What follows belongs to an exercise in optimizing a design on an open flow for small area; a production flow would make more cautious choices. Only simulation tests tie the RTL to the original design; equivalence was not proved. Power figures rest on the tool's default switching activity, not on a simulated workload.

==> flow/design.v <==
module SinCos (Theta, SinSign, SinMag, CosSign, CosMag);
    input  wire [9:0] Theta;
    output wire       SinSign;
    output wire [8:0] SinMag;
    output wire       CosSign;
    output wire [8:0] CosMag;
    localparam [127:0] TA0 = 128'h5a94b4b4924db366ccccccce663319cc;
    localparam [127:0] TA1 = 128'h6cd926d92496da4b6969696b4b5a5296;
    localparam [127:0] TA2 = 128'h8f1e38e1c718e38c718e718c739c6318;
    localparam [127:0] TA3 = 128'h0fe03f01f81f03f07e0f81f07c1f83e0;
    localparam [127:0] TA4 = 128'hf0003ffe001ffc007ff001ff801ffc00;
    localparam [127:0] TA5 = 128'hffffc000001fffff800001ffffe00000;
    localparam [127:0] TA6 = 128'h00000000001ffffffffffe0000000000;
    localparam [127:0] TA7 = 128'hffffffffffe000000000000000000000;
    localparam [127:0] TA8 = 128'h00000000000000000000000000000000;
    localparam [127:0] TB0 = 128'h52aaaad56a52db6d9b3398e38783f800;
    localparam [127:0] TB1 = 128'hc99999cce631c71c78f0781f807ff800;
    localparam [127:0] TB2 = 128'hc78787c3e1f03f03f80ff8007ffff800;
    localparam [127:0] TB3 = 128'h3f807fc01ff000fff80007fffffff800;
    localparam [127:0] TB4 = 128'hff80003ffff0000007fffffffffff800;
    localparam [127:0] TB5 = 128'hff800000000ffffffffffffffffff800;
    localparam [127:0] TB6 = 128'h007ffffffffffffffffffffffffff800;
    localparam [127:0] TB7 = 128'hfffffffffffffffffffffffffffff800;
    localparam [127:0] TB8 = 128'h000000000000000000000000000007ff;
    wire [7:0] i = Theta[7:0];
    wire [7:0] u = i[7] ? 8'd0 - i : i;
    wire       h = u[7];                      
    wire [6:0] k = u[6:0];
    wire [8:0] a = h ? 9'd181 : {TA8[k], TA7[k], TA6[k], TA5[k], TA4[k], TA3[k], TA2[k], TA1[k], TA0[k]};
    wire [8:0] b = h ? 9'd181 : {TB8[k], TB7[k], TB6[k], TB5[k], TB4[k], TB3[k], TB2[k], TB1[k], TB0[k]};
    wire       sw = Theta[8] ^ i[7];
    assign SinMag  = sw ? b : a;
    assign CosMag  = sw ? a : b;
    assign SinSign = Theta[9];
    assign CosSign = Theta[9] ^ Theta[8];
endmodule
module Multiplier
  (input  wire        clk,
   input  wire        rst,
   input  wire        clr,       
   input  wire        s_in,      
   input  wire [8:0]  m_in,      
   input  wire [9:0]  b,         
   output reg  [18:0] qx,
   output reg         sg);
  reg       sa;
  reg [8:0] ma;
  wire t1 = (b[0] & ma[0]);
  wire t2 = (b[1] & ma[0]);
  wire t3 = (b[0] & ma[1]);
  wire t4 = (b[2] & ma[0]);
  wire t5 = (b[1] & ma[1]);
  wire t6 = (b[0] & ma[2]);
  wire t7 = (b[3] & ma[0]);
  wire t8 = (b[2] & ma[1]);
  wire t9 = (b[1] & ma[2]);
  wire t10 = (b[0] & ma[3]);
  wire t11 = (b[4] & ma[0]);
  wire t12 = (b[3] & ma[1]);
  wire t13 = (b[2] & ma[2]);
  wire t14 = (b[1] & ma[3]);
  wire t15 = (b[0] & ma[4]);
  wire t16 = (b[5] & ma[0]);
  wire t17 = (b[4] & ma[1]);
  wire t18 = (b[3] & ma[2]);
  wire t19 = (b[2] & ma[3]);
  wire t20 = (b[1] & ma[4]);
  wire t21 = (b[0] & ma[5]);
  wire t22 = (b[6] & ma[0]);
  wire t23 = (b[5] & ma[1]);
  wire t24 = (b[4] & ma[2]);
  wire t25 = (b[3] & ma[3]);
  wire t26 = (b[2] & ma[4]);
  wire t27 = (b[1] & ma[5]);
  wire t28 = (b[0] & ma[6]);
  wire t29 = (b[7] & ma[0]);
  wire t30 = (b[6] & ma[1]);
  wire t31 = (b[5] & ma[2]);
  wire t32 = (b[4] & ma[3]);
  wire t33 = (b[3] & ma[4]);
  wire t34 = (b[2] & ma[5]);
  wire t35 = (b[1] & ma[6]);
  wire t36 = (b[0] & ma[7]);
  wire t37 = (b[8] & ma[0]);
  wire t38 = (b[7] & ma[1]);
  wire t39 = (b[6] & ma[2]);
  wire t40 = (b[5] & ma[3]);
  wire t41 = (b[4] & ma[4]);
  wire t42 = (b[3] & ma[5]);
  wire t43 = (b[2] & ma[6]);
  wire t44 = (b[1] & ma[7]);
  wire t45 = (b[0] & ma[8]);
  wire t46 = (b[9] & ma[0]);
  wire t47 = (b[8] & ma[1]);
  wire t48 = (b[7] & ma[2]);
  wire t49 = (b[6] & ma[3]);
  wire t50 = (b[5] & ma[4]);
  wire t51 = (b[4] & ma[5]);
  wire t52 = (b[3] & ma[6]);
  wire t53 = (b[2] & ma[7]);
  wire t54 = (b[1] & ma[8]);
  wire t55 = ~(b[9] & ma[0]);
  wire t56 = ~(b[9] & ma[1]);
  wire t57 = (b[8] & ma[2]);
  wire t58 = (b[7] & ma[3]);
  wire t59 = (b[6] & ma[4]);
  wire t60 = (b[5] & ma[5]);
  wire t61 = (b[4] & ma[6]);
  wire t62 = (b[3] & ma[7]);
  wire t63 = (b[2] & ma[8]);
  wire t64 = ~(b[9] & ma[2]);
  wire t65 = (b[8] & ma[3]);
  wire t66 = (b[7] & ma[4]);
  wire t67 = (b[6] & ma[5]);
  wire t68 = (b[5] & ma[6]);
  wire t69 = (b[4] & ma[7]);
  wire t70 = (b[3] & ma[8]);
  wire t71 = ~(b[9] & ma[3]);
  wire t72 = (b[8] & ma[4]);
  wire t73 = (b[7] & ma[5]);
  wire t74 = (b[6] & ma[6]);
  wire t75 = (b[5] & ma[7]);
  wire t76 = (b[4] & ma[8]);
  wire t77 = ~(b[9] & ma[4]);
  wire t78 = (b[8] & ma[5]);
  wire t79 = (b[7] & ma[6]);
  wire t80 = (b[6] & ma[7]);
  wire t81 = (b[5] & ma[8]);
  wire t82 = ~(b[9] & ma[5]);
  wire t83 = (b[8] & ma[6]);
  wire t84 = (b[7] & ma[7]);
  wire t85 = (b[6] & ma[8]);
  wire t86 = ~(b[9] & ma[6]);
  wire t87 = (b[8] & ma[7]);
  wire t88 = (b[7] & ma[8]);
  wire t89 = ~(b[9] & ma[7]);
  wire t90 = (b[8] & ma[8]);
  wire t91 = ~(b[9] & ma[8]);
  wire t92 = t22 ^ t23;
  wire t93 = t22 & t23;
  wire t94 = t29 ^ t30 ^ t31;
  wire t95 = (t29 & t30) | (t29 & t31) | (t30 & t31);
  wire t96 = t32 ^ t33;
  wire t97 = t32 & t33;
  wire t98 = t37 ^ t38 ^ t39;
  wire t99 = (t37 & t38) | (t37 & t39) | (t38 & t39);
  wire t100 = t40 ^ t41 ^ t42;
  wire t101 = (t40 & t41) | (t40 & t42) | (t41 & t42);
  wire t102 = t43 ^ t44;
  wire t103 = t43 & t44;
  wire t104 = t46 ^ t47 ^ t48;
  wire t105 = (t46 & t47) | (t46 & t48) | (t47 & t48);
  wire t106 = t49 ^ t50 ^ t51;
  wire t107 = (t49 & t50) | (t49 & t51) | (t50 & t51);
  wire t108 = t52 ^ t53 ^ t54;
  wire t109 = (t52 & t53) | (t52 & t54) | (t53 & t54);
  wire t110 = t55 ^ t56 ^ t57;
  wire t111 = (t55 & t56) | (t55 & t57) | (t56 & t57);
  wire t112 = t58 ^ t59 ^ t60;
  wire t113 = (t58 & t59) | (t58 & t60) | (t59 & t60);
  wire t114 = t61 ^ t62 ^ t63;
  wire t115 = (t61 & t62) | (t61 & t63) | (t62 & t63);
  wire t116 = t64 ^ t65 ^ t66;
  wire t117 = (t64 & t65) | (t64 & t66) | (t65 & t66);
  wire t118 = t67 ^ t68 ^ t69;
  wire t119 = (t67 & t68) | (t67 & t69) | (t68 & t69);
  wire t120 = t71 ^ t72 ^ t73;
  wire t121 = (t71 & t72) | (t71 & t73) | (t72 & t73);
  wire t122 = t11 ^ t12;
  wire t123 = t11 & t12;
  wire t124 = t16 ^ t17 ^ t18;
  wire t125 = (t16 & t17) | (t16 & t18) | (t17 & t18);
  wire t126 = t19 ^ t20;
  wire t127 = t19 & t20;
  wire t128 = t92 ^ t24 ^ t25;
  wire t129 = (t92 & t24) | (t92 & t25) | (t24 & t25);
  wire t130 = t26 ^ t27 ^ t28;
  wire t131 = (t26 & t27) | (t26 & t28) | (t27 & t28);
  wire t132 = t93 ^ t94 ^ t96;
  wire t133 = (t93 & t94) | (t93 & t96) | (t94 & t96);
  wire t134 = t34 ^ t35 ^ t36;
  wire t135 = (t34 & t35) | (t34 & t36) | (t35 & t36);
  wire t136 = t95 ^ t97 ^ t98;
  wire t137 = (t95 & t97) | (t95 & t98) | (t97 & t98);
  wire t138 = t100 ^ t102 ^ t45;
  wire t139 = (t100 & t102) | (t100 & t45) | (t102 & t45);
  wire t140 = t99 ^ t101 ^ t103;
  wire t141 = (t99 & t101) | (t99 & t103) | (t101 & t103);
  wire t142 = t104 ^ t106 ^ t108;
  wire t143 = (t104 & t106) | (t104 & t108) | (t106 & t108);
  wire t144 = t105 ^ t107 ^ t109;
  wire t145 = (t105 & t107) | (t105 & t109) | (t107 & t109);
  wire t146 = t110 ^ t112 ^ t114;
  wire t147 = (t110 & t112) | (t110 & t114) | (t112 & t114);
  wire t148 = t111 ^ t113 ^ t115;
  wire t149 = (t111 & t113) | (t111 & t115) | (t113 & t115);
  wire t150 = t116 ^ t118 ^ t70;
  wire t151 = (t116 & t118) | (t116 & t70) | (t118 & t70);
  wire t152 = t117 ^ t119 ^ t120;
  wire t153 = (t117 & t119) | (t117 & t120) | (t119 & t120);
  wire t154 = t74 ^ t75 ^ t76;
  wire t155 = (t74 & t75) | (t74 & t76) | (t75 & t76);
  wire t156 = t121 ^ t77 ^ t78;
  wire t157 = (t121 & t77) | (t121 & t78) | (t77 & t78);
  wire t158 = t79 ^ t80 ^ t81;
  wire t159 = (t79 & t80) | (t79 & t81) | (t80 & t81);
  wire t160 = t82 ^ t83 ^ t84;
  wire t161 = (t82 & t83) | (t82 & t84) | (t83 & t84);
  wire t162 = t7 ^ t8;
  wire t163 = t7 & t8;
  wire t164 = t122 ^ t13 ^ t14;
  wire t165 = (t122 & t13) | (t122 & t14) | (t13 & t14);
  wire t166 = t123 ^ t124 ^ t126;
  wire t167 = (t123 & t124) | (t123 & t126) | (t124 & t126);
  wire t168 = t125 ^ t127 ^ t128;
  wire t169 = (t125 & t127) | (t125 & t128) | (t127 & t128);
  wire t170 = t129 ^ t131 ^ t132;
  wire t171 = (t129 & t131) | (t129 & t132) | (t131 & t132);
  wire t172 = t133 ^ t135 ^ t136;
  wire t173 = (t133 & t135) | (t133 & t136) | (t135 & t136);
  wire t174 = t137 ^ t139 ^ t140;
  wire t175 = (t137 & t139) | (t137 & t140) | (t139 & t140);
  wire t176 = t141 ^ t143 ^ t144;
  wire t177 = (t141 & t143) | (t141 & t144) | (t143 & t144);
  wire t178 = t145 ^ t147 ^ t148;
  wire t179 = (t145 & t147) | (t145 & t148) | (t147 & t148);
  wire t180 = t149 ^ t151 ^ t152;
  wire t181 = (t149 & t151) | (t149 & t152) | (t151 & t152);
  wire t182 = t153 ^ t155 ^ t156;
  wire t183 = (t153 & t155) | (t153 & t156) | (t155 & t156);
  wire t184 = t157 ^ t159 ^ t160;
  wire t185 = (t157 & t159) | (t157 & t160) | (t159 & t160);
  wire t186 = t161 ^ t86 ^ t87;
  wire t187 = (t161 & t86) | (t161 & t87) | (t86 & t87);
  wire t188 = t4 ^ t5;
  wire t189 = t4 & t5;
  wire t190 = t162 ^ t9 ^ t10;
  wire t191 = (t162 & t9) | (t162 & t10) | (t9 & t10);
  wire t192 = t163 ^ t164 ^ t15;
  wire t193 = (t163 & t164) | (t163 & t15) | (t164 & t15);
  wire t194 = t165 ^ t166 ^ t21;
  wire t195 = (t165 & t166) | (t165 & t21) | (t166 & t21);
  wire t196 = t167 ^ t168 ^ t130;
  wire t197 = (t167 & t168) | (t167 & t130) | (t168 & t130);
  wire t198 = t169 ^ t170 ^ t134;
  wire t199 = (t169 & t170) | (t169 & t134) | (t170 & t134);
  wire t200 = t171 ^ t172 ^ t138;
  wire t201 = (t171 & t172) | (t171 & t138) | (t172 & t138);
  wire t202 = t173 ^ t174 ^ t142;
  wire t203 = (t173 & t174) | (t173 & t142) | (t174 & t142);
  wire t204 = t175 ^ t176 ^ t146;
  wire t205 = (t175 & t176) | (t175 & t146) | (t176 & t146);
  wire t206 = t177 ^ t178 ^ t150;
  wire t207 = (t177 & t178) | (t177 & t150) | (t178 & t150);
  wire t208 = t179 ^ t180 ^ t154;
  wire t209 = (t179 & t180) | (t179 & t154) | (t180 & t154);
  wire t210 = t181 ^ t182 ^ t158;
  wire t211 = (t181 & t182) | (t181 & t158) | (t182 & t158);
  wire t212 = t183 ^ t184 ^ t85;
  wire t213 = (t183 & t184) | (t183 & t85) | (t184 & t85);
  wire t214 = t185 ^ t186 ^ t88;
  wire t215 = (t185 & t186) | (t185 & t88) | (t186 & t88);
  wire t216 = t187 ^ t89 ^ t90;
  wire t217 = (t187 & t89) | (t187 & t90) | (t89 & t90);
  wire [18:0] ra = {1'b1, t217, t215, t213, t211, t209, t207, t205, t203, t201, t199, t197, t195, t193, t191, t189, t188, t2, t1};
  wire [18:0] rb = {1'b0, t91, t216, t214, t212, t210, t208, t206, t204, t202, t200, t198, t196, t194, t192, t190, t6, t3, 1'b0};
  wire [18:0] q;
  rca #(19) fin (.a(ra), .b(rb), .ci(1'b0), .s(q), .co());
  always @(posedge clk)
  begin
    sa <= s_in & ~(rst | clr);
    ma <= (rst | clr) ? 9'd0 : m_in;
    qx <= q;           
    sg <= sa;
  end
endmodule
module rca #(parameter W = 8)
  (input  wire [W-1:0] a,
   input  wire [W-1:0] b,
   input  wire         ci,
   output wire [W-1:0] s,
   output wire         co);
  wire [W:0] c;
  assign c[0] = ci;
  genvar i;
  generate for (i = 0; i < W; i = i + 1) begin : g
    assign s[i]   = a[i] ^ b[i] ^ c[i];
    assign c[i+1] = (a[i] & b[i]) | (a[i] & c[i]) | (b[i] & c[i]);
  end endgenerate
  assign co = c[W];
endmodule
module nco_sig
  (input  wire       clk,
   input  wire       rst,
   input  wire [3:0] opP,      
   input  wire [3:0] opA,      
   output wire [9:0] addr,     
   output wire       sin_out);
  reg [3:0] opB, opC;                
  reg [12:0] I0;  reg [18:0] I1;  reg [17:0] I2;  reg [13:0] I3;
  reg [12:0] P0;  reg [18:0] P1;  reg [17:0] P2;  reg [13:0] P3;
  reg ic0, ic1, ic2, pc0, pc1, pc2;
  wire [63:0] yP, yA, yB, yC, rP, rA, rB, rC;
  wire        lP, lA, lB, lC;
  nco_cmd cP (.op(opP), .y(yP), .pr(rP), .ld(lP));
  nco_cmd cA (.op(opA), .y(yA), .pr(rA), .ld(lA));
  nco_cmd cB (.op(opB), .y(yB), .pr(rB), .ld(lB));
  nco_cmd cC (.op(opC), .y(yC), .pr(rC), .ld(lC));
  wire [12:0] i0s;  wire [18:0] i1s;  wire [17:0] i2s;  wire [13:0] i3s;
  wire i0c, i1c, i2c, i3c;
  rca #(13) ai0 (.a(I0), .b(yP[12:0]),  .ci(1'b0), .s(i0s), .co(i0c));
  rca #(19) ai1 (.a(I1), .b(yA[31:13]), .ci(ic0),  .s(i1s), .co(i1c));
  rca #(18) ai2 (.a(I2), .b(yB[49:32]), .ci(ic1),  .s(i2s), .co(i2c));
  rca #(14) ai3 (.a(I3), .b(yC[63:50]), .ci(ic2),  .s(i3s), .co(i3c));
  wire [63:0] rz = {64{~rst}};
  wire [12:0] i0n = (lP | rst) ? rP[12:0]  & rz[12:0]  : i0s;
  wire [18:0] i1n = (lA | rst) ? rA[31:13] & rz[31:13] : i1s;
  wire [17:0] i2n = (lB | rst) ? rB[49:32] & rz[49:32] : i2s;
  wire [13:0] i3n = (lC | rst) ? rC[63:50] & rz[63:50] : i3s;
  wire [12:0] p0n;  wire [18:0] p1n;  wire [17:0] p2n;  wire [13:0] p3n;
  wire p0c, p1c, p2c, p3c;
  rca #(13) ap0 (.a(P0), .b(I0), .ci(1'b0), .s(p0n), .co(p0c));
  rca #(19) ap1 (.a(P1), .b(I1), .ci(pc0),  .s(p1n), .co(p1c));
  rca #(18) ap2 (.a(P2), .b(I2), .ci(pc1),  .s(p2n), .co(p2c));
  rca #(14) ap3 (.a(P3), .b(I3), .ci(pc2),  .s(p3n), .co(p3c));
  always @(posedge clk) begin
    I0 <= i0n; I1 <= i1n; I2 <= i2n; I3 <= i3n;
    if (rst) begin
      opB <= 4'd0; opC <= 4'd0;
      P0 <= 13'd0; P1 <= 19'd0; P2 <= 18'd0; P3 <= 14'd0;
      ic0 <= 1'b0; ic1 <= 1'b0; ic2 <= 1'b0;
      pc0 <= 1'b0; pc1 <= 1'b0; pc2 <= 1'b0;
    end else begin
      opB <= opA; opC <= opB;
      ic0 <= i0c & ~lP; ic1 <= i1c & ~lA; ic2 <= i2c & ~lB;
      P0 <= p0n; P1 <= p1n; P2 <= p2n; P3 <= p3n;
      pc0 <= p0c; pc1 <= p1c; pc2 <= p2c;
    end
  end
  assign addr    = P3[13:4];
  assign sin_out = ~p3n[13];
endmodule
module nco_cmd (input wire [3:0] op, output wire [63:0] y, output wire [63:0] pr, output wire ld);
  localparam [63:0] PA = 64'h02c6a19e88f1cfe2;    
  localparam [63:0] PB = 64'h01aa60f8b8911654;    
  localparam [63:0] PF = 64'h1dc38c076704516d;    
  localparam [63:0] PG = 64'h1d60d923295482c6;    
  localparam [63:0] K1 = 64'h00071b375868d170;    
  localparam [63:0] K2 = 64'h00001436a8cdf6f3;    
  localparam [63:0] K3 = 64'h0000ca22980ba57e;    
  localparam [63:0] N1 = 64'h0 - K1;
  localparam [63:0] N2 = 64'h0 - K2;
  localparam [63:0] N3 = 64'h0 - K3;
  assign pr = ({64{op == 4'd1}}  & PA) | ({64{op == 4'd2}} & PB) |
              ({64{op == 4'd3}}  & PF) | ({64{op == 4'd4}} & PG);
  assign y  = ({64{op == 4'd5}}  & K1) | ({64{op == 4'd6}} & N1) |
              ({64{op == 4'd7}}  & K2) | ({64{op == 4'd8}} & N2) |
              ({64{op == 4'd9}}  & K3) | ({64{op == 4'd10}} & N3);
  assign ld = (op == 4'd1) | (op == 4'd2) | (op == 4'd3) | (op == 4'd4);
endmodule
module CIC
  (input  wire        clk,
   input  wire        rst,
   input  wire        rst1,      
   input  wire        rst2,      
   input  wire        rst3,      
   input  wire        ld0,       
   input  wire        ld1,       
   input  wire        ld2,       
   input  wire        pass,      
   input  wire        pfirst,    
   input  wire        fsh,       
   input  wire [1:0]  slot,      
   input  wire        zval,      
   input  wire        vcomb,     
   input  wire        oval,      
   input  wire [1:0]  gain,
   input  wire [18:0] qx,
   input  wire        sg,
   output wire [19:0] d_out);
  localparam W = 59;
  reg  [W-1:0] I1, I2, I3, I4, I5;
  reg  [5:1]   ca1, ca2;           
  reg          e1, e2;             
  wire [18:0]  qs  = qx ^ {19{sg}};    
  wire [W-1:0] din = {{19{e2}}, {20{e1}}, qs[18], qs};
  wire [W-1:0] n1, n2, n3, n4, n5;
  wire [5:1]   c0, c1;
  wire [W-1:0] a5 = I5 & ~{{19{ld2 | rst3}}, {20{ld1 | rst2}}, {20{ld0 | rst1}}};
  rca #(20) s10 (.a(I1[19:0]),  .b(din[19:0]),  .ci(sg),     .s(n1[19:0]),  .co(c0[1]));
  rca #(20) s11 (.a(I1[39:20]), .b(din[39:20]), .ci(ca1[1]), .s(n1[39:20]), .co(c1[1]));
  rca #(19) s12 (.a(I1[58:40]), .b(din[58:40]), .ci(ca2[1]), .s(n1[58:40]), .co());
  rca #(20) s20 (.a(I2[19:0]),  .b(I1[19:0]),   .ci(1'b0),   .s(n2[19:0]),  .co(c0[2]));
  rca #(20) s21 (.a(I2[39:20]), .b(I1[39:20]),  .ci(ca1[2]), .s(n2[39:20]), .co(c1[2]));
  rca #(19) s22 (.a(I2[58:40]), .b(I1[58:40]),  .ci(ca2[2]), .s(n2[58:40]), .co());
  rca #(20) s30 (.a(I3[19:0]),  .b(I2[19:0]),   .ci(1'b0),   .s(n3[19:0]),  .co(c0[3]));
  rca #(20) s31 (.a(I3[39:20]), .b(I2[39:20]),  .ci(ca1[3]), .s(n3[39:20]), .co(c1[3]));
  rca #(19) s32 (.a(I3[58:40]), .b(I2[58:40]),  .ci(ca2[3]), .s(n3[58:40]), .co());
  rca #(20) s40 (.a(I4[19:0]),  .b(I3[19:0]),   .ci(1'b0),   .s(n4[19:0]),  .co(c0[4]));
  rca #(20) s41 (.a(I4[39:20]), .b(I3[39:20]),  .ci(ca1[4]), .s(n4[39:20]), .co(c1[4]));
  rca #(19) s42 (.a(I4[58:40]), .b(I3[58:40]),  .ci(ca2[4]), .s(n4[58:40]), .co());
  rca #(20) s50 (.a(a5[19:0]),  .b(I4[19:0]),   .ci(1'b0),   .s(n5[19:0]),  .co(c0[5]));
  rca #(20) s51 (.a(a5[39:20]), .b(I4[39:20]),  .ci(ca1[5]), .s(n5[39:20]), .co(c1[5]));
  rca #(19) s52 (.a(a5[58:40]), .b(I4[58:40]),  .ci(ca2[5]), .s(n5[58:40]), .co());
  always @(posedge clk) begin
    I5 <= n5;
    e1 <= qs[18]; e2 <= e1;
    ca1 <= c0; ca2 <= c1;
    if (rst | rst1) I1[19:0] <= 20'd0; else I1[19:0] <= n1[19:0];
    if (rst1 | rst2) I1[39:20] <= 20'd0; else I1[39:20] <= n1[39:20];
    if (rst2 | rst3) I1[58:40] <= 19'd0; else I1[58:40] <= n1[58:40];
    if (rst) begin
      I2[19:0] <= 20'd0; I3[19:0] <= 20'd0; I4[19:0] <= 20'd0;
    end else begin
      I2[19:0] <= n2[19:0]; I3[19:0] <= n3[19:0]; I4[19:0] <= n4[19:0];
    end
    if (rst1) begin
      I2[39:20] <= 20'd0; I3[39:20] <= 20'd0; I4[39:20] <= 20'd0;
    end else begin
      I2[39:20] <= n2[39:20]; I3[39:20] <= n3[39:20]; I4[39:20] <= n4[39:20];
    end
    if (rst2) begin
      I2[58:40] <= 19'd0; I3[58:40] <= 19'd0; I4[58:40] <= 19'd0;
    end else begin
      I2[58:40] <= n2[58:40]; I3[58:40] <= n3[58:40]; I4[58:40] <= n4[58:40];
    end
  end
  reg [56:0] C;
  wire [56:0] cl = {{19{ld2}} & I5[58:40], 38'd0} |
                   {18'd0, {20{ld1}} & I5[39:20], 19'd0} |
                   {37'd0, {20{ld0}} & I5[19:0]};
  always @(posedge clk)
    C <= {1'b0, C[56:1]} | cl;
  reg [63:0] R1, R2, R3, R4;
  reg        b1, b2, b3, b4;       
  wire d1 = C[0];
  wire z1 = R1[0] & zval, z2 = R2[0] & zval, z3 = R3[0] & zval, z4 = R4[0] & zval;
  wire k1 = pfirst | b1, k2 = pfirst | b2, k3 = pfirst | b3, k4 = pfirst | b4;
  wire d2 = d1 ^ ~z1 ^ k1;
  wire d3 = d2 ^ ~z2 ^ k2;
  wire d4 = d3 ^ ~z3 ^ k3;
  wire d5 = d4 ^ ~z4 ^ k4;
  always @(posedge clk) begin
    b1 <= (d1 & ~z1) | (d1 & k1) | (~z1 & k1);
    b2 <= (d2 & ~z2) | (d2 & k2) | (~z2 & k2);
    b3 <= (d3 & ~z3) | (d3 & k3) | (~z3 & k3);
    b4 <= (d4 & ~z4) | (d4 & k4) | (~z4 & k4);
    R1 <= {pass ? d1 : R1[0], R1[63:1]};
    R2 <= {pass ? d2 : R2[0], R2[63:1]};
    R3 <= {pass ? d3 : R3[0], R3[63:1]};
    R4 <= {pass ? d4 : R4[0], R4[63:1]};
  end
  reg [63:0] Q;
  reg [13:0] S;
  wire qr = (slot == 2'd0) ? Q[19] : (slot == 2'd1) ? Q[33] :
            (slot == 2'd2) ? Q[47] : Q[61];
  always @(posedge clk) begin
    Q <= {Q[0], Q[63:62],
          (fsh && slot == 2'd3) ? d5 : Q[61], Q[60:48],
          (fsh && slot == 2'd2) ? d5 : Q[47], Q[46:34],
          (fsh && slot == 2'd1) ? d5 : Q[33], Q[32:20],
          (fsh && slot == 2'd0) ? d5 : Q[19], Q[18:1]};
    if (fsh) S <= {qr, S[13:1]};
  end
  reg [13:0] O;
  wire [15:0] Fx = {S[13], S[13], S[13:0]};    
  wire [12:0] sel = (gain == 2'd0) ? Fx[15:3] :
                    (gain == 2'd1) ? Fx[14:2] :
                    (gain == 2'd2) ? Fx[13:1] : Fx[12:0];
  always @(posedge clk)
    if (rst | (vcomb & ~oval))
      O <= 14'd0;
    else if (vcomb)
      O <= {S[13], sel};
  assign d_out = {{6{O[13]}}, O};
endmodule
module fpgarx
  (
   input             clk,
   input             rst,
   input             cmd_valid,
   input      [7:0]  cmd_byte,
   input      [9:0]  RFIn,
   output     [19:0] i_out,
   output     [19:0] q_out,
   output            out_clk,
   output            sinGen
   );
wire [3:0] opP = ~cmd_valid          ? 4'd0 :
                 (cmd_byte == 8'd97)  ? 4'd1 :
                 (cmd_byte == 8'd98)  ? 4'd2 :
                 (cmd_byte == 8'd102) ? 4'd3 :
                 (cmd_byte == 8'd103) ? 4'd4 :
                 (cmd_byte == 8'd109) ? 4'd5 :
                 (cmd_byte == 8'd110) ? 4'd6 :
                 (cmd_byte == 8'd112) ? 4'd7 :
                 (cmd_byte == 8'd111) ? 4'd8 :
                 (cmd_byte == 8'd104) ? 4'd9 :
                 (cmd_byte == 8'd113) ? 4'd10 : 4'd0;
wire       gsP  = cmd_valid & (cmd_byte[7:2] == 6'b001100);    
reg  [3:0] opA;
reg        gsA;
reg  [1:0] gA;
reg  [1:0] CICGain;
reg        rst1, rst2, rst3;
always @(posedge clk) begin
  rst1 <= rst;
  rst2 <= rst1;
  rst3 <= rst2;
  if (rst) begin
    opA <= 4'd0; gsA <= 1'b0; gA <= 2'd0; CICGain <= 2'd0;
  end else begin
    opA <= opP; gsA <= gsP; gA <= cmd_byte[1:0];
    if (gsA) CICGain <= gA;
  end
end
wire [9:0] addr;
nco_sig ncoGen (.clk(clk), .rst(rst), .opP(opP), .opA(opA), .addr(addr), .sin_out(sinGen));
wire       sinS, cosS;
wire [8:0] sinM, cosM;
SinCos SinCos1 (.Theta(addr), .SinSign(sinS), .SinMag(sinM), .CosSign(cosS), .CosMag(cosM));
reg signed [9:0] regb;
always @(posedge clk)
  regb <= RFIn;        
wire [18:0] qxI, qxQ;
wire        sgI, sgQ;
Multiplier MixerI (.clk(clk), .rst(rst), .clr(rst1), .s_in(sinS), .m_in(sinM), .b(regb), .qx(qxI), .sg(sgI));
Multiplier MixerQ (.clk(clk), .rst(rst), .clr(rst1), .s_in(cosS), .m_in(cosM), .b(regb), .qx(qxQ), .sg(sgQ));
reg [7:0] count;
reg       run;           
reg [4:0] val;           
reg       d_clk_tmp, d_clk;
reg [1:0] slot;          
reg  ld0, ld1, ld2;      
always @(posedge clk) begin
  ld0 <= ~rst & (count == 8'd254);
  ld1 <= ~rst & ld0;
  ld2 <= ~rst & ld1;
end
wire pass   = run & (count <= 8'd58);
wire fsh    = run & (count >= 8'd45) & (count <= 8'd58);
wire pend   = run & (count == 8'd58);
wire vcomb  = run & ld1;
always @(posedge clk)
  if (rst) begin
    count <= 8'd0; run <= 1'b0; val <= 5'd0; d_clk_tmp <= 1'b0; d_clk <= 1'b0; slot <= 2'd0;
  end else begin
    count <= count + 8'd1;
    d_clk <= d_clk_tmp;
    if (ld0) begin
      run <= 1'b1;
      d_clk_tmp <= 1'b1;
    end else if (count == 8'd128)
      d_clk_tmp <= 1'b0;
    if (pend) begin
      val <= {1'b1, val[4:1]};
      slot <= slot + 2'd1;
    end
  end
CIC CIC1Sin (.clk(clk), .rst(rst), .rst1(rst1), .rst2(rst2), .rst3(rst3), .ld0(ld0), .ld1(ld1), .ld2(ld2),
             .pass(pass), .pfirst(ld1), .fsh(fsh), .slot(slot), .zval(val[4]), .vcomb(vcomb), .oval(val[0]),
             .gain(CICGain), .qx(qxI), .sg(sgI), .d_out(i_out));
CIC CIC1Cos (.clk(clk), .rst(rst), .rst1(rst1), .rst2(rst2), .rst3(rst3), .ld0(ld0), .ld1(ld1), .ld2(ld2),
             .pass(pass), .pfirst(ld1), .fsh(fsh), .slot(slot), .zval(val[4]), .vcomb(vcomb), .oval(val[0]),
             .gain(CICGain), .qx(qxQ), .sg(sgQ), .d_out(q_out));
assign out_clk = d_clk;
endmodule
==> flow/run.sh <==
#!/bin/bash
# synth_recipe.tcl (not shown) runs the flow's synth.tcl, then flattens the netlist and writes it again
# the make line also repeats each setting of config.mk as NAME=value (left out here)
make -C /OpenROAD-flow-scripts/flow DESIGN_CONFIG=/design/flow/config.mk WORK_HOME=/design/flow/orfs CLKGATE_MAP_FILE= SYNTH_SCRIPT=/design/flow/synth_recipe.tcl finish
==> flow/config.mk <==
export PLATFORM = sky130hd
export DESIGN_NAME = fpgarx
export DESIGN_NICKNAME = fpgarx
export VERILOG_FILES = /design/flow/design.v
export SDC_FILE = /design/flow/constraint.sdc
export NUM_CORES = 4
export LEC_CHECK = 0
export CAP_MARGIN = 20
export CORE_MARGIN = 2
export CORE_UTILIZATION = 80
export CTS_BUF_LIST = sky130_fd_sc_hd__clkbuf_16
export CTS_CLUSTER_DIAMETER = 80
export CTS_CLUSTER_SIZE = 25
export SLEW_MARGIN = 20
export SYNTH_MEMORY_MAX_BITS = 32768
==> flow/constraint.sdc <==
create_clock -name core_clock -period 10.0 [get_ports {clk}]
set_input_delay 2.0000 -clock core_clock [delete_from_list [all_inputs] [get_ports {clk}]]
set_output_delay 2.0000 -clock core_clock [all_outputs]
set_load 0.01 [all_outputs]
==> results of run 1 <==
[registers in the layout (all words and copies together), names as in the netlist, 64 cells and up]
register,count
CIC1Sin.R3,64
CIC1Cos.R1,64
CIC1Sin.Q,64
CIC1Sin.R1,64
CIC1Cos.R3,64
CIC1Cos.Q,64
CIC1Sin.R2,64
CIC1Sin.R4,64
CIC1Cos.R4,64
CIC1Cos.R2,64
[layout by cell type, fill, tap and decap left out, types with 28 or more instances in the layout]
cell / Yosys / final
o21ai_0: 65 / 64
inv_1: 406 / 416
a21o_1: 117 / 117
nor2b_1: 412 / 412
fa_1: 846 / 838
nor3_1: 39 / 39
dfxtp_1: 1649 / 1646
and2_1: 334 / 334
nand2_1: 198 / 197
a21oi_1: 97 / 96
nor2_1: 234 / 231
clkdlybuf4s50_1: 0 / 60
ha_1: 55 / 55
clkbuf_16: 0 / 79
xnor2_1: 59 / 59
buf_4: 14 / 43
edfxtp_1: 28 / 28
[critical path, cell delays in order, from the launching register on]
cell and delay (ps):
dfxtp_1 330, inv_1 130, fa_1 200, inv_1 80, fa_1 480, fa_1 490
fa_2 420, fa_1 450, fa_1 480, fa_1 470, fa_1 460, fa_1 460
fa_1 470, fa_2 410, fa_1 450, fa_1 460, fa_1 460, fa_1 460
fa_1 460, fa_2 410, fa_1 450, fa_1 420, inv_1 90, fa_1 400
nor2_1 120
[cells by family (layout without fill, tap and decap cells)]
logic type,Yosys count,count (layout),share of synthesized area
xor+xnor,88,88,0.0121
simple gates,1316,1316,0.109
compound gates,429,429,0.0441
buf+inv,616,618,0.0369
flops,1677,1677,0.515
mux,65,65,0.0145
fa+ha+maj,901,901,0.268
other cells,0,1,0
[power groups by stage]
stage	registers (mW)	clock network, mW	logic, mW
global placement	7.57	0	0.881
CTS	7.45	3.68	1.05
finish	7.44	3.64	1.03
global route	7.50	3.89	1.22
detailed placement	7.59	0	0.999
floorplan	7.51	0	0.730
[routing by layer]
layer,vias to the layer above,wire (um),global-route usage
met5,-,12,0
met4,2,5050,0.113
met3,319,5990,0.0417
met2,1019,62600,0.526
met1,17300,49900,0.425
li1,15700,-,-
[through the flow]
| step | util | total power, mW | instances | area, um^2 | worst slack [ps] |
|---|---|---|---|---|---|
| 2_1_floorplan | - | 8.24 | 5092 | 65700 | 102 |
| 3_3_place_gp | 0.821 | 8.45 | 6060 | 67100 | 367 |
| 3_5_place_dp | 0.821 | 8.59 | 6060 | 67100 | 162 |
| 4_1_cts | 0.849 | 12.2 | 6164 | 69400 | 154 |
| 5_1_grt | 0.850 | 12.6 | 6165 | 69400 | 2.81 |
| 6_report | 0.850 | 12.1 | 6165 | 69400 | 361 |
[worst max-delay path by stage]
| stage | to | slack [ps] | cells after the start |
|---|---|---|---|
| 2_1_floorplan | CIC1Cos.I1[39]$_SDFF_PP0_ | 100 | 24 |
| 6_report | CIC1Sin.I3[39]$_SDFF_PP0_ | 360 | 24 |
| 3_5_place_dp | ncoGen.I0[12]$_DFF_P_ | 160 | 23 |
| 5_1_grt | CIC1Cos.I3[39]$_SDFF_PP0_ | 3 | 24 |
| 3_3_place_gp | ncoGen.I0[12]$_DFF_P_ | 370 | 23 |
| 4_1_cts | sinGen | 150 | 17 |
[layout make-up]
type / count / share of cell area
Sequential cell: 1677 / 0.488
Multi-Input combinational cell: 2799 / 0.424
Clock buffer: 79 / 0.0285
Inverter: 409 / 0.0221
Tap cell: 1070 / 0.0193
Timing Repair Buffer: 105 / 0.0137
Clock inverter: 25 / 0.00434
Antenna cell: 1 / 0.0000360
[what timing repair did]
action,in CTS,in global routing
gates resized for setup,0,10
endpoints found under the hold margin,0,0
endpoints found under the setup margin,0,5
==> flow_metrics.py, run 1 <==
metrics = {
    "run_status": {
        "status": "timing/DRC/antenna clean",
    },
    "cells_and_area": {
        "fin_nets": 5993,
        "drive_above_1_share": 0.0453,
        "seq_area_mm2": 0.0339,
        "fillers": 3906,
        "multi_input_area_mm2": 0.0295,
        "syn2layout_area_growth_pct": 5.71,
    },
    "synth": {
        "yosysWarnings": 4,
        "yosysTopAreaCellShare": 0.503,
        "synth_common_cells": "1649 x dfxtp_1, 846 x fa_1, 412 x nor2b_1",
        "synth_flop_cell": "dfxtp_1",
        "avgSynthCellArea_um2": 12.9,
        "ys_types": 83,
        "syn_nets": 6014,
        "synth_edf_count": 28,
        "synth_seq_area_share": 0.515,
        "ys_seq_elements": 1677,
        "synth_most_common_cell": "dfxtp_1",
        "synth.area.top_cells": "dfxtp_1 50%, fa_1 26%, nor2b_1 3.9%",
        "synth_area_mm2": 0.0657,
        "synth_async_sr_flop_share": 0,
        "netlist_instances": 5092,
        "yosys.area.top_type": "dfxtp_1",
    },
    "route": {
        "first_iter_violations": 2478,
        "routed_wl_um": 124000,
        "final_antenna_net_count": 0,
        "wire_per_inst_um": 20.0,
        "drc": 0,
        "vias_per_cell": 5.56,
        "first_pass_iters": 6,
        "vias": 34300,
    },
    "job": {
        "maxCapViolCount": 0,
    },
    "timing": {
        "relSlewSlack": 0.239,
        "tightest_slew_ps": 1140,
        "max_clock_freq_mhz": 104,
        "finalCriticalPeriod_ps": 9640,
        "rsz0062_at_grt": "no",
        "hold-worst-slack_ps": 311,
        "fin_skew_ps": 48.6,
        "drv_slew": 0,
        "hold_viol_final": 0,
        "setup_viol": 0,
        "period_share": 0.964,
        "finalSetupTns_ps": 0,
    },
    "die": {
        "die-area_mm2": 0.0844,
        "die_h_um": 291,
        "die_w_um": 291,
        "io_pins": 63,
        "rows": 105,
        "initial_core_util": 0.804,
        "core_area_mm2": 0.0817,
    },
    "hold_path": {
        "holdPathEnd": "CIC1Sin.R2[44]$_DFF_P_",
        "holdPathStages": 0,
        "hold_path_class": "flop to flop",
        "min_from": "CIC1Sin.R2[45]$_DFF_P_",
    },
    "clocking": {
        "cts-buffers-inserted": 79,
        "htree_num_levels": 3,
        "cts_max_path_buffers": 3,
        "root_buffer": "clkbuf_16",
        "clk_pin_slew_ps": 100,
        "cts_hold_buf": 0,
        "post-cts-setup-buffers": 0,
        "clkSinkCount": 1677,
        "clock_latency_ps": 680,
        "tritoncts": "done",
    },
    "pwr": {
        "pwr-share-comb": 0.085,
        "power.share.sequential": 0.615,
        "power_frac_clock": 0.301,
        "p_int_mw": 9.10,
        "netSwitchingPower_mw": 3.01,
        "peakVddDrop_uv": 178,
        "leakage_nw": 30.2,
        "sw_frac_of_total": 0.249,
        "p_per_area_mw_per_mm2": 174,
    },
    "global_route": {
        "grt_use_total": 0.312,
        "first_global_vias": 38100,
        "grt-ovfl-total": 0,
        "grt_max_degree": 87,
        "antenna_found_initial": 6,
        "grt_pass1_wl_um": 207000,
    },
    "setup_path": {
        "worstRegToRegCells": 24,
        "path_max_fanout": 2,
        "crit_type": "flop to flop",
        "r2r_slack_ps": 360,
        "crit_start": "CIC1Sin.I2[20]$_SDFF_PP0_",
        "critPathLaunchType": "flop",
        "end_kind": "flop",
        "required_ps": 10590,
        "timing.rr.end": "CIC1Sin.I3[39]$_SDFF_PP0_",
        "timing.rr.start": "CIC1Sin.I2[20]$_SDFF_PP0_",
        "arrival_ps": 10230,
    },
    "place": {
        "routabilityCongestion": 0.886,
        "place.port_buffers": 62,
        "place_hpwl_um": 78300,
    },
}
==> run 2: changes to the inputs <==
--- a/flow/design.v
+++ b/flow/design.v
@@ -270,7 +270,7 @@
   begin
     sa <= s_in & ~(rst | clr);
     ma <= (rst | clr) ? 9'd0 : m_in;
-    qx <= q;           
+    qx <= q ^ {19{sa}};    
     sg <= sa;
   end
 endmodule
@@ -292,11 +292,11 @@
 module nco_sig
   (input  wire       clk,
    input  wire       rst,
-   input  wire [3:0] opP,      
-   input  wire [3:0] opA,      
+   input  wire [6:0] opP,      
+   input  wire [6:0] opA,      
    output wire [9:0] addr,     
    output wire       sin_out);
-  reg [3:0] opB, opC;                
+  reg [6:0] opB, opC;                
   reg [12:0] I0;  reg [18:0] I1;  reg [17:0] I2;  reg [13:0] I3;
   reg [12:0] P0;  reg [18:0] P1;  reg [17:0] P2;  reg [13:0] P3;
   reg ic0, ic1, ic2, pc0, pc1, pc2;
@@ -308,7 +308,7 @@
   nco_cmd cC (.op(opC), .y(yC), .pr(rC), .ld(lC));
   wire [12:0] i0s;  wire [18:0] i1s;  wire [17:0] i2s;  wire [13:0] i3s;
   wire i0c, i1c, i2c, i3c;
-  rca #(13) ai0 (.a(I0), .b(yP[12:0]),  .ci(1'b0), .s(i0s), .co(i0c));
+  rca #(13) ai0 (.a(I0), .b(yP[12:0]),  .ci(opP[3]), .s(i0s), .co(i0c));    
   rca #(19) ai1 (.a(I1), .b(yA[31:13]), .ci(ic0),  .s(i1s), .co(i1c));
   rca #(18) ai2 (.a(I2), .b(yB[49:32]), .ci(ic1),  .s(i2s), .co(i2c));
   rca #(14) ai3 (.a(I3), .b(yC[63:50]), .ci(ic2),  .s(i3s), .co(i3c));
@@ -326,7 +326,7 @@
   always @(posedge clk) begin
     I0 <= i0n; I1 <= i1n; I2 <= i2n; I3 <= i3n;
     if (rst) begin
-      opB <= 4'd0; opC <= 4'd0;
+      opB <= 7'd0; opC <= 7'd0;
       P0 <= 13'd0; P1 <= 19'd0; P2 <= 18'd0; P3 <= 14'd0;
       ic0 <= 1'b0; ic1 <= 1'b0; ic2 <= 1'b0;
       pc0 <= 1'b0; pc1 <= 1'b0; pc2 <= 1'b0;
@@ -340,7 +340,7 @@
   assign addr    = P3[13:4];
   assign sin_out = ~p3n[13];
 endmodule
-module nco_cmd (input wire [3:0] op, output wire [63:0] y, output wire [63:0] pr, output wire ld);
+module nco_cmd (input wire [6:0] op, output wire [63:0] y, output wire [63:0] pr, output wire ld);
   localparam [63:0] PA = 64'h02c6a19e88f1cfe2;    
   localparam [63:0] PB = 64'h01aa60f8b8911654;    
   localparam [63:0] PF = 64'h1dc38c076704516d;    
@@ -348,15 +348,10 @@
   localparam [63:0] K1 = 64'h00071b375868d170;    
   localparam [63:0] K2 = 64'h00001436a8cdf6f3;    
   localparam [63:0] K3 = 64'h0000ca22980ba57e;    
-  localparam [63:0] N1 = 64'h0 - K1;
-  localparam [63:0] N2 = 64'h0 - K2;
-  localparam [63:0] N3 = 64'h0 - K3;
-  assign pr = ({64{op == 4'd1}}  & PA) | ({64{op == 4'd2}} & PB) |
-              ({64{op == 4'd3}}  & PF) | ({64{op == 4'd4}} & PG);
-  assign y  = ({64{op == 4'd5}}  & K1) | ({64{op == 4'd6}} & N1) |
-              ({64{op == 4'd7}}  & K2) | ({64{op == 4'd8}} & N2) |
-              ({64{op == 4'd9}}  & K3) | ({64{op == 4'd10}} & N3);
-  assign ld = (op == 4'd1) | (op == 4'd2) | (op == 4'd3) | (op == 4'd4);
+  assign ld = op[6];
+  assign pr = ({64{op[6] & (op[5:4] == 2'd0)}} & PA) | ({64{op[6] & (op[5:4] == 2'd1)}} & PB) |
+              ({64{op[6] & (op[5:4] == 2'd2)}} & PF) | ({64{op[6] & (op[5:4] == 2'd3)}} & PG);
+  assign y  = {64{op[3]}} ^ (({64{op[0]}} & K1) | ({64{op[1]}} & K2) | ({64{op[2]}} & K3));
 endmodule
 module CIC
   (input  wire        clk,
@@ -367,6 +362,9 @@
    input  wire        ld0,       
    input  wire        ld1,       
    input  wire        ld2,       
+   input  wire        jc0,       
+   input  wire        jc1,       
+   input  wire        jc2,       
    input  wire        pass,      
    input  wire        pfirst,    
    input  wire        fsh,       
@@ -382,11 +380,11 @@
   reg  [W-1:0] I1, I2, I3, I4, I5;
   reg  [5:1]   ca1, ca2;           
   reg          e1, e2;             
-  wire [18:0]  qs  = qx ^ {19{sg}};    
+  wire [18:0]  qs  = qx;                
   wire [W-1:0] din = {{19{e2}}, {20{e1}}, qs[18], qs};
   wire [W-1:0] n1, n2, n3, n4, n5;
   wire [5:1]   c0, c1;
-  wire [W-1:0] a5 = I5 & ~{{19{ld2 | rst3}}, {20{ld1 | rst2}}, {20{ld0 | rst1}}};
+  wire [W-1:0] a5 = I5 & ~{{19{jc2}}, {20{jc1}}, {20{jc0}}};
   rca #(20) s10 (.a(I1[19:0]),  .b(din[19:0]),  .ci(sg),     .s(n1[19:0]),  .co(c0[1]));
   rca #(20) s11 (.a(I1[39:20]), .b(din[39:20]), .ci(ca1[1]), .s(n1[39:20]), .co(c1[1]));
   rca #(19) s12 (.a(I1[58:40]), .b(din[58:40]), .ci(ca2[1]), .s(n1[58:40]), .co());
@@ -486,19 +484,20 @@
    output            out_clk,
    output            sinGen
    );
-wire [3:0] opP = ~cmd_valid          ? 4'd0 :
-                 (cmd_byte == 8'd97)  ? 4'd1 :
-                 (cmd_byte == 8'd98)  ? 4'd2 :
-                 (cmd_byte == 8'd102) ? 4'd3 :
-                 (cmd_byte == 8'd103) ? 4'd4 :
-                 (cmd_byte == 8'd109) ? 4'd5 :
-                 (cmd_byte == 8'd110) ? 4'd6 :
-                 (cmd_byte == 8'd112) ? 4'd7 :
-                 (cmd_byte == 8'd111) ? 4'd8 :
-                 (cmd_byte == 8'd104) ? 4'd9 :
-                 (cmd_byte == 8'd113) ? 4'd10 : 4'd0;
+wire [6:0] opP = ~cmd_valid          ? 7'b000_0_000 :
+                 (cmd_byte == 8'd97)  ? 7'b100_0_000 :    
+                 (cmd_byte == 8'd98)  ? 7'b101_0_000 :    
+                 (cmd_byte == 8'd102) ? 7'b110_0_000 :    
+                 (cmd_byte == 8'd103) ? 7'b111_0_000 :    
+                 (cmd_byte == 8'd109) ? 7'b000_0_001 :    
+                 (cmd_byte == 8'd110) ? 7'b000_1_001 :    
+                 (cmd_byte == 8'd112) ? 7'b000_0_010 :    
+                 (cmd_byte == 8'd111) ? 7'b000_1_010 :    
+                 (cmd_byte == 8'd104) ? 7'b000_0_100 :    
+                 (cmd_byte == 8'd113) ? 7'b000_1_100 :    
+                                        7'b000_0_000;
 wire       gsP  = cmd_valid & (cmd_byte[7:2] == 6'b001100);    
-reg  [3:0] opA;
+reg  [6:0] opA;
 reg        gsA;
 reg  [1:0] gA;
 reg  [1:0] CICGain;
@@ -508,7 +507,7 @@
   rst2 <= rst1;
   rst3 <= rst2;
   if (rst) begin
-    opA <= 4'd0; gsA <= 1'b0; gA <= 2'd0; CICGain <= 2'd0;
+    opA <= 7'd0; gsA <= 1'b0; gA <= 2'd0; CICGain <= 2'd0;
   end else begin
     opA <= opP; gsA <= gsP; gA <= cmd_byte[1:0];
     if (gsA) CICGain <= gA;
@@ -532,10 +531,14 @@
 reg       d_clk_tmp, d_clk;
 reg [1:0] slot;          
 reg  ld0, ld1, ld2;      
+reg  jc0, jc1, jc2;      
 always @(posedge clk) begin
   ld0 <= ~rst & (count == 8'd254);
   ld1 <= ~rst & ld0;
   ld2 <= ~rst & ld1;
+  jc0 <= (~rst & (count == 8'd254)) | rst;
+  jc1 <= (~rst & ld0) | rst1;
+  jc2 <= (~rst & ld1) | rst2;
 end
 wire pass   = run & (count <= 8'd58);
 wire fsh    = run & (count >= 8'd45) & (count <= 8'd58);
@@ -557,10 +560,10 @@
       slot <= slot + 2'd1;
     end
   end
-CIC CIC1Sin (.clk(clk), .rst(rst), .rst1(rst1), .rst2(rst2), .rst3(rst3), .ld0(ld0), .ld1(ld1), .ld2(ld2),
+CIC CIC1Sin (.clk(clk), .rst(rst), .rst1(rst1), .rst2(rst2), .rst3(rst3), .ld0(ld0), .ld1(ld1), .ld2(ld2), .jc0(jc0), .jc1(jc1), .jc2(jc2),
              .pass(pass), .pfirst(ld1), .fsh(fsh), .slot(slot), .zval(val[4]), .vcomb(vcomb), .oval(val[0]),
              .gain(CICGain), .qx(qxI), .sg(sgI), .d_out(i_out));
-CIC CIC1Cos (.clk(clk), .rst(rst), .rst1(rst1), .rst2(rst2), .rst3(rst3), .ld0(ld0), .ld1(ld1), .ld2(ld2),
+CIC CIC1Cos (.clk(clk), .rst(rst), .rst1(rst1), .rst2(rst2), .rst3(rst3), .ld0(ld0), .ld1(ld1), .ld2(ld2), .jc0(jc0), .jc1(jc1), .jc2(jc2),
              .pass(pass), .pfirst(ld1), .fsh(fsh), .slot(slot), .zval(val[4]), .vcomb(vcomb), .oval(val[0]),
              .gain(CICGain), .qx(qxQ), .sg(sgQ), .d_out(q_out));
 assign out_clk = d_clk;
--- a/flow/config.mk
+++ b/flow/config.mk
@@ -9,7 +9,7 @@
 export CORE_MARGIN = 2
 export CORE_UTILIZATION = 80
 export CTS_BUF_LIST = sky130_fd_sc_hd__clkbuf_16
-export CTS_CLUSTER_DIAMETER = 80
-export CTS_CLUSTER_SIZE = 25
+export CTS_CLUSTER_DIAMETER = 50
+export CTS_CLUSTER_SIZE = 16
 export SLEW_MARGIN = 20
 export SYNTH_MEMORY_MAX_BITS = 32768
==> run 2 against run 1 <==
Compared with the run above: largest power group unchanged; combinational power about the same; non-clock buffer count down 7; synthesized cell count is 3.3% lower; power grew 17%; highest routed layer unchanged; clock skew increased by 20 ps; utilization is 3.3 points higher; sequential cell count is 10 higher; maximum frequency decreased by 0.57%; sequential share of layout area fell by 0.95 points; clock power up 54%; area after synthesis down 0.55%; routed wire length is 13% higher.
==> flow_metrics.py, run 2 <==
metrics = {
    "run_status": {
        "status": "timing/DRC/antenna clean",
    },
    "pwr": {
        "leakage_nw": 31.6,
        "finalPower_mw": 14.1,
        "peakVddDrop_uv": 174,
        "p_per_area_mw_per_mm2": 198,
    },
    "clocking": {
        "clock_latency_ps": 780,
        "clkSinkCount": 1687,
        "cts_max_path_buffers": 3,
        "clk_pin_slew_ps": 120,
        "tritoncts": "done",
        "cts_hold_buf": 0,
        "htree_num_levels": 4,
        "cts-buffers-inserted": 143,
        "root_buffer": "clkbuf_16",
    },
    "setup_path": {
        "cp-endpoint": "CIC1Sin.I3[39]$_SDFF_PP0_",
        "end_kind": "flop",
        "timing.rr.end": "CIC1Sin.I3[39]$_SDFF_PP0_",
        "arrival_ps": 10380,
        "timing.rr.start": "CIC1Sin.I3[20]$_SDFF_PP0_",
        "critPathLaunchType": "flop",
        "worstRegToRegCells": 24,
        "r2r_slack_ps": 310,
        "crit_type": "flop to flop",
        "path_max_fanout": 2,
        "crit_start": "CIC1Sin.I3[20]$_SDFF_PP0_",
        "required_ps": 10690,
    },
    "timing": {
        "tightest_slew_ps": 1200,
        "hold_viol_final": 0,
        "finalCriticalPeriod_ps": 9690,
        "fin_skew_ps": 68.6,
        "max_clock_freq_mhz": 103,
        "setup_viol": 0,
        "period_share": 0.969,
        "relSlewSlack": 0.194,
        "drv_slew": 0,
    },
    "global_route": {
        "grt_use_total": 0.350,
        "grt-ovfl-total": 0,
        "first_global_vias": 40000,
        "grt_max_degree": 99,
        "antenna_found_initial": 3,
        "grt_pass1_wl_um": 224000,
    },
    "route": {
        "final_antenna_net_count": 0,
        "wire_per_inst_um": 22.9,
        "vias": 35000,
        "vias_per_cell": 5.74,
        "first_iter_violations": 2530,
        "routed_wl_um": 140000,
        "drc": 0,
        "first_pass_iters": 6,
    },
    "place": {
        "place_hpwl_um": 74100,
        "place.port_buffers": 62,
        "routabilityCongestion": 0.864,
        "place_area_mm2": 0.0667,
    },
    "synth": {
        "avgSynthCellArea_um2": 13.3,
        "netlist_instances": 4923,
        "synth_flop_cell": "dfxtp_1",
        "synth_area_mm2": 0.0653,
        "ys_seq_elements": 1687,
        "synth.area.top_cells": "dfxtp_1 51%, fa_1 26%, nor2b_1 4.9%",
        "yosysWarnings": 4,
        "synth_most_common_cell": "dfxtp_1",
        "synth_edf_count": 28,
        "synth_seq_area_share": 0.521,
        "syn_nets": 5846,
        "yosysTopAreaCellShare": 0.508,
        "synth_async_sr_flop_share": 0,
        "yosys.area.top_type": "dfxtp_1",
        "synth_common_cells": "1659 x dfxtp_1, 848 x fa_1, 513 x nor2b_1",
        "ys_types": 88,
    },
    "die": {
        "die_w_um": 290,
        "initial_core_util": 0.810,
        "die-area_mm2": 0.0840,
        "die_h_um": 290,
        "rows": 104,
        "core_area_mm2": 0.0807,
        "io_pins": 63,
    },
    "cells_and_area": {
        "drive_above_1_share": 0.0662,
        "fin_nets": 5889,
        "syn2layout_area_growth_pct": 9.05,
        "antenna_cells": 0,
        "design_area_mm2": 0.0712,
        "final_cell_mix": "1656 x dfxtp_1, 839 x fa_1, 513 x nor2b_1, 368 x inv_1, 266 x and2_1",
        "layout_commonest_cell": "dfxtp_1",
    },
    "hold_path": {
        "hold_path_class": "flop to flop",
    },
    "job": {
        "maxCapViolCount": 0,
    },
}
-- run 2: cell count changes in the layout (fill, tap and decap cells not counted), moves of 19 or more --
cell       delta
and2_1       -68
xor2_1       +31
clkbuf_16    +65
xnor2_1      -19
nand2_1      -56
o21ai_0      -32
nor2b_1     +101
inv_1        -48
nor2_1       -78
-- run 2: worst min-delay path by stage --
stage / start / cells past startpoint / endpoint / slack, ps
2_1_floorplan: CIC1Cos.Q[1]$_DFF_P_ / 0 / CIC1Cos.Q[0]$_DFF_P_ / 310
3_3_place_gp: CIC1Cos.R2[47]$_DFF_P_ / 0 / CIC1Cos.R2[46]$_DFF_P_ / 310
3_5_place_dp: CIC1Cos.Q[30]$_DFF_P_ / 0 / CIC1Cos.Q[29]$_DFF_P_ / 310
4_1_cts: CIC1Cos.Q[46]$_DFF_P_ / 0 / CIC1Cos.Q[45]$_DFF_P_ / 300
5_1_grt: CIC1Sin.R4[29]$_DFF_P_ / 0 / CIC1Sin.R4[28]$_DFF_P_ / 290
6_report: CIC1Sin.R4[29]$_DFF_P_ / 0 / CIC1Sin.R4[28]$_DFF_P_ / 290
-- run 2: area by class of cell --
type	count	area [um^2]
clock inverters	79	885
inverters	366	1370
clock buffers	144	3600
flip-flops and latches	1687	34100
well taps	1060	1330
repair buffers	98	893
fillers	3131	9440
multi-input cells	2670	29100
-- run 2: what timing repair did --
action | CTS | global route
pin swaps | 1 | 0
resized for setup | 1 | 14
setup buffers | 0 | 0
cloned | 0 | 0
setup endpoints to repair | 1 | 6
-- run 2: per-layer routing --
| layer | part of all wire | global-route usage | wire length, um |
|---|---|---|---|
| met4 | 0.047 | 0.156 | 6560 |
| met3 | 0.055 | 0.0586 | 7640 |
| met2 | 0.52 | 0.604 | 72300 |
| met5 | 0.000086 | 0 | 12 |
| met1 | 0.38 | 0.441 | 53100 |
-- run 2: kinds of logic (layout without fill, tap and decap cells) --
logic type,count (synthesis),in the layout,synth area share
multiplexers,66,66,0.0147
buffers and inverters,566,687,0.0345
flip-flops,1687,1687,0.521
adder cells (fa/ha/maj),902,902,0.270
AND/OR/NAND/NOR,1223,1223,0.105
XOR/XNOR,99,99,0.0134
AO/OA/AOI/OAI,380,380,0.0408
-- run 2: metrics by stage --
step,utilization,setup TNS [ps],worst slack [ps],hold WS (ps),cells
after global placement,0.827,0,454,310,5881
after global routing,0.883,-28.6,-28.6,294,6104
after CTS,0.882,0,117,304,6104
after floorplan,-,0,102,310,4923
final,0.883,0,306,288,6104
after detailed placement,0.827,0,258,312,5881
-- run 2: where the power goes --
part	switching, mW	leakage, nW	internal [mW]	total, mW
clock	2.73	2.20	2.88	5.61
sequential	0.357	13.7	7.12	7.47
combinational	0.510	15.7	0.517	1.03
-- run 2: critical path, stage by stage, from the launching register on --
cell and delay (ps):
dfxtp_1 310, inv_1 110, fa_1 200, inv_1 60, fa_1 450, fa_1 470
fa_1 470, fa_1 470, fa_1 480, fa_1 460, fa_1 460, fa_1 460
fa_1 460, fa_1 460, fa_2 410, fa_1 450, fa_1 470, fa_1 470
fa_1 470, fa_1 460, fa_1 470, fa_1 430, inv_1 90, fa_1 410
nor2_2 150
==> run 3: changes to the inputs <==
--- a/flow/config.mk
+++ b/flow/config.mk
@@ -9,7 +9,7 @@
 export CORE_MARGIN = 2
 export CORE_UTILIZATION = 80
 export CTS_BUF_LIST = sky130_fd_sc_hd__clkbuf_16
-export CTS_CLUSTER_DIAMETER = 50
-export CTS_CLUSTER_SIZE = 16
+export CTS_CLUSTER_DIAMETER = 60
+export CTS_CLUSTER_SIZE = 24
 export SLEW_MARGIN = 20
 export SYNTH_MEMORY_MAX_BITS = 32768
==> run 3 against run 2 <==
Compared with the run above: critical path type unchanged; critical path depth is the same; sequential cell count is the same; clock skew is essentially flat; clock-buffer cell count shrank 50; non-clock buffer count is the same; sequential share of layout area grew 1.1 points; register-to-register slack is essentially flat; routed wire length shrank 14%; worst hold slack gained 23 ps; clock power shrank 26%; area after synthesis is the same; power shrank 11%; largest power group unchanged.
==> flow_metrics.py, run 3 <==
metrics = {
    "run_status": {
        "status": "timing/DRC/antenna clean",
    },
    "pwr": {
        "netSwitchingPower_mw": 3.14,
        "power.share.sequential": 0.594,
        "leakage_nw": 30.8,
        "sw_frac_of_total": 0.250,
        "p_int_mw": 9.41,
        "power_frac_clock": 0.330,
        "p_per_area_mw_per_mm2": 180,
        "peakVddDrop_uv": 158,
        "pwr-share-comb": 0.076,
    },
    "clocking": {
        "clkSinkCount": 1687,
        "cts_max_path_buffers": 3,
        "clk_pin_slew_ps": 100,
        "htree_num_levels": 3,
        "clock_latency_ps": 700,
        "cts_hold_buf": 0,
        "cts-buffers-inserted": 94,
        "tritoncts": "done",
        "root_buffer": "clkbuf_16",
        "post-cts-setup-buffers": 0,
        "cts.repair.resized": 0,
    },
    "setup_path": {
        "r2r_slack_ps": 290,
        "crit_type": "flop to flop",
        "critPathMostFrequentCell": "fa_1",
        "critPathLaunchType": "flop",
        "max_stage_delay_ps": 480,
        "crit_slowest_cell": "fa_1",
        "end_kind": "flop",
        "timing.rr.end": "CIC1Cos.I1[39]$_SDFF_PP0_",
        "path_max_fanout": 2,
        "critical-path-top-delay-family": "adder cells",
        "crit_buf_inv": 3,
        "timing.rr.start": "CIC1Cos.e1$_DFF_P_",
        "cp_cell_sequence": "inv_2 > fa_1 > inv_1 > fa_1 > fa_2 > fa_1 > fa_1 > fa_1 > fa_1 > fa_1 > fa_1 > fa_1 > fa_1 > fa_1 > fa_1 > fa_1 > fa_1 > fa_1 > fa_1 > fa_2 > fa_1 > inv_1 > fa_1 > nor3_2",
        "crit_start": "CIC1Cos.e1$_DFF_P_",
        "arrival_ps": 10300,
        "worstRegToRegCells": 24,
        "required_ps": 10600,
    },
    "timing": {
        "relSlewSlack": 0.250,
        "drv_slew": 0,
        "tightest_slew_ps": 1120,
        "hold_viol_final": 0,
        "setup_viol": 0,
        "finalSetupTns_ps": 0,
        "fin_skew_ps": 68.6,
        "max_clock_freq_mhz": 103,
        "finalCriticalPeriod_ps": 9710,
        "period_share": 0.971,
    },
    "route": {
        "first_pass_iters": 5,
        "wire_per_inst_um": 20.0,
        "vias_per_cell": 5.54,
        "first_iter_violations": 2170,
        "vias": 33400,
        "drc": 0,
        "final_antenna_net_count": 0,
        "routed_wl_um": 121000,
    },
    "hold_path": {
        "holdPathEnd": "CIC1Cos.Q[40]$_DFF_P_",
        "hold_path_class": "flop to flop",
        "holdPathStages": 0,
        "min_from": "CIC1Cos.Q[41]$_DFF_P_",
    },
    "die": {
        "rows": 104,
        "io_pins": 63,
        "core_area_mm2": 0.0807,
        "die-area_mm2": 0.0840,
        "die_w_um": 290,
        "initial_core_util": 0.810,
        "die_h_um": 290,
    },
    "cells_and_area": {
        "syn2layout_area_growth_pct": 6.62,
        "fin_nets": 5840,
        "layout_commonest_cell": "dfxtp_1",
        "design_area_mm2": 0.0697,
        "fillers": 3552,
        "final_cell_mix": "1656 x dfxtp_1, 842 x fa_1, 513 x nor2b_1, 368 x inv_1, 266 x and2_1",
        "drive_above_1_share": 0.0530,
    },
    "global_route": {
        "grt_pass1_wl_um": 203000,
        "grt_use_total": 0.311,
        "antenna_found_initial": 1,
        "grt_max_degree": 99,
        "grt-ovfl-total": 0,
        "first_global_vias": 37300,
    },
    "synth": {
        "avgSynthCellArea_um2": 13.3,
        "synth-compound-area-share": 0.0408,
        "synth_flop_cell": "dfxtp_1",
        "ys_seq_elements": 1687,
        "synth-xor-area-share": 0.0134,
        "synth_top_family_by_area": "adder cells",
        "netlist_instances": 4923,
        "synth.mux.area_fraction": 0.0147,
        "synth_seq_area_share": 0.521,
        "synth_async_sr_flop_share": 0,
        "synth_adder_area_share": 0.270,
        "synth_most_common_cell": "dfxtp_1",
        "yosysWarnings": 4,
        "synth_common_cells": "1659 x dfxtp_1, 848 x fa_1, 513 x nor2b_1",
        "syn_nets": 5846,
        "synthSimpleGateAreaFrac": 0.105,
        "yosysTopAreaCellShare": 0.508,
        "yosys.area.top_type": "dfxtp_1",
        "synth_area_mm2": 0.0653,
        "synth.area.top_cells": "dfxtp_1 51%, fa_1 26%, nor2b_1 4.9%",
        "synth_edf_count": 28,
        "ys_types": 88,
    },
    "place": {
        "place_area_mm2": 0.0667,
        "place_hpwl_um": 74100,
        "routabilityCongestion": 0.864,
        "place.port_buffers": 62,
    },
    "job": {
        "maxCapViolCount": 0,
    },
}
[run 3: cell counts after synthesis]
Identical to the previous run, type by type.
[run 3: final cells by class]
cell class | count | area [um^2] | share of cell area
clock buffer | 94 | 2350 | 0.0338
clock inverter | 50 | 556 | 0.00798
sequential | 1687 | 34100 | 0.489
inverter | 366 | 1370 | 0.0197
antenna | 1 | 2.50 | 0.0000359
tap | 1060 | 1330 | 0.0190
multi-input combinational | 2670 | 29100 | 0.418
timing repair buffer | 98 | 897 | 0.0129
[run 3: power groups by stage]
stage	logic [mW]	registers [mW]	clock network, mW
floorplan	0.696	7.52	0
global placement	0.822	7.59	0
detailed placement	0.934	7.61	0
CTS	0.983	7.46	4.19
global route	1.16	7.52	4.40
finish	0.959	7.45	4.14
[run 3: logic make-up after synthesis]
group,Yosys count
flip-flops,1687
adder cells (fa/ha/maj),902
multiplexers,66
AO/OA/AOI/OAI,380
buffers and inverters,566
XOR/XNOR,99
AND/OR/NAND/NOR,1223
[run 3: worst reg2reg max path: cells and delay by family, from the launching register on]
kind                       cells  cell delay [ps]
adders and majority gates     20             8820
buffers and inverters          3              260
DFF                            1              330
and+or+nand+nor                1              210
[run 3: routing by layer]
metal / global-route usage / up-vias / routed length [um]
met2: 0.534 / 873 / 62200
met3: 0.0414 / 291 / 4690
met5: 0 / - / 0
met1: 0.418 / 17000 / 49400
li1: - / 15300 / -
met4: 0.0999 / 0 / 4290
[run 3: how the worst max path moves through the flow]
stage / end / depth (start not counted)
2_1_floorplan: CIC1Cos.I1[39]$_SDFF_PP0_ / 24
3_3_place_gp: CIC1Sin.I1[39]$_SDFF_PP0_ / 24
3_5_place_dp: CIC1Cos.I1[39]$_SDFF_PP0_ / 24
4_1_cts: sinGen / 18
6_report: CIC1Cos.I1[39]$_SDFF_PP0_ / 24
5_1_grt: CIC1Cos.I1[39]$_SDFF_PP0_ / 24
[run 3: stage by stage]
step | hold slack (ps) | cells | worst slack (ps) | power [mW] | utilization
floorplan | 310 | 4923 | 102 | 8.22 | -
global placement | 310 | 5881 | 454 | 8.41 | 0.827
detailed placement | 312 | 5881 | 258 | 8.54 | 0.827
CTS | 326 | 6025 | 32.1 | 12.6 | 0.863
global route | 328 | 6025 | -27.2 | 13.1 | 0.863
finish | 311 | 6026 | 292 | 12.6 | 0.863

afterwards: timing with drivers on the ports:
Ports are ideal in the flow. The routed layouts listed here were re-timed in OpenROAD.
Step 1, drivers: a clkbuf_16 drives clk and a buf_2 each remaining input, both assumed.
Step 2 adds t to the input delays and takes it off the output delays; t is the mean of the earliest and latest rising clock arrival at the registers after step 1. Input paths then give back, and output paths get back, about the clock's delay inside the block.
Three values: no drivers, after step 1, after step 2; two values: the first two.
run	shift t [ns]	setup WS [ns]	worst setup path at the end
run 1	0.739	0.361 / 0.361 / 0.036	input to register
run 2	0.832	0.306 / 0.303 / 0.104	input to register
run 3	0.743	0.292 / 0.292 / 0.292	register to register
After both steps every run listed still meets setup and hold. The setup slack of run 1, which loses most, moves by 0.000 ns with the drivers and by -0.325 ns with both steps.
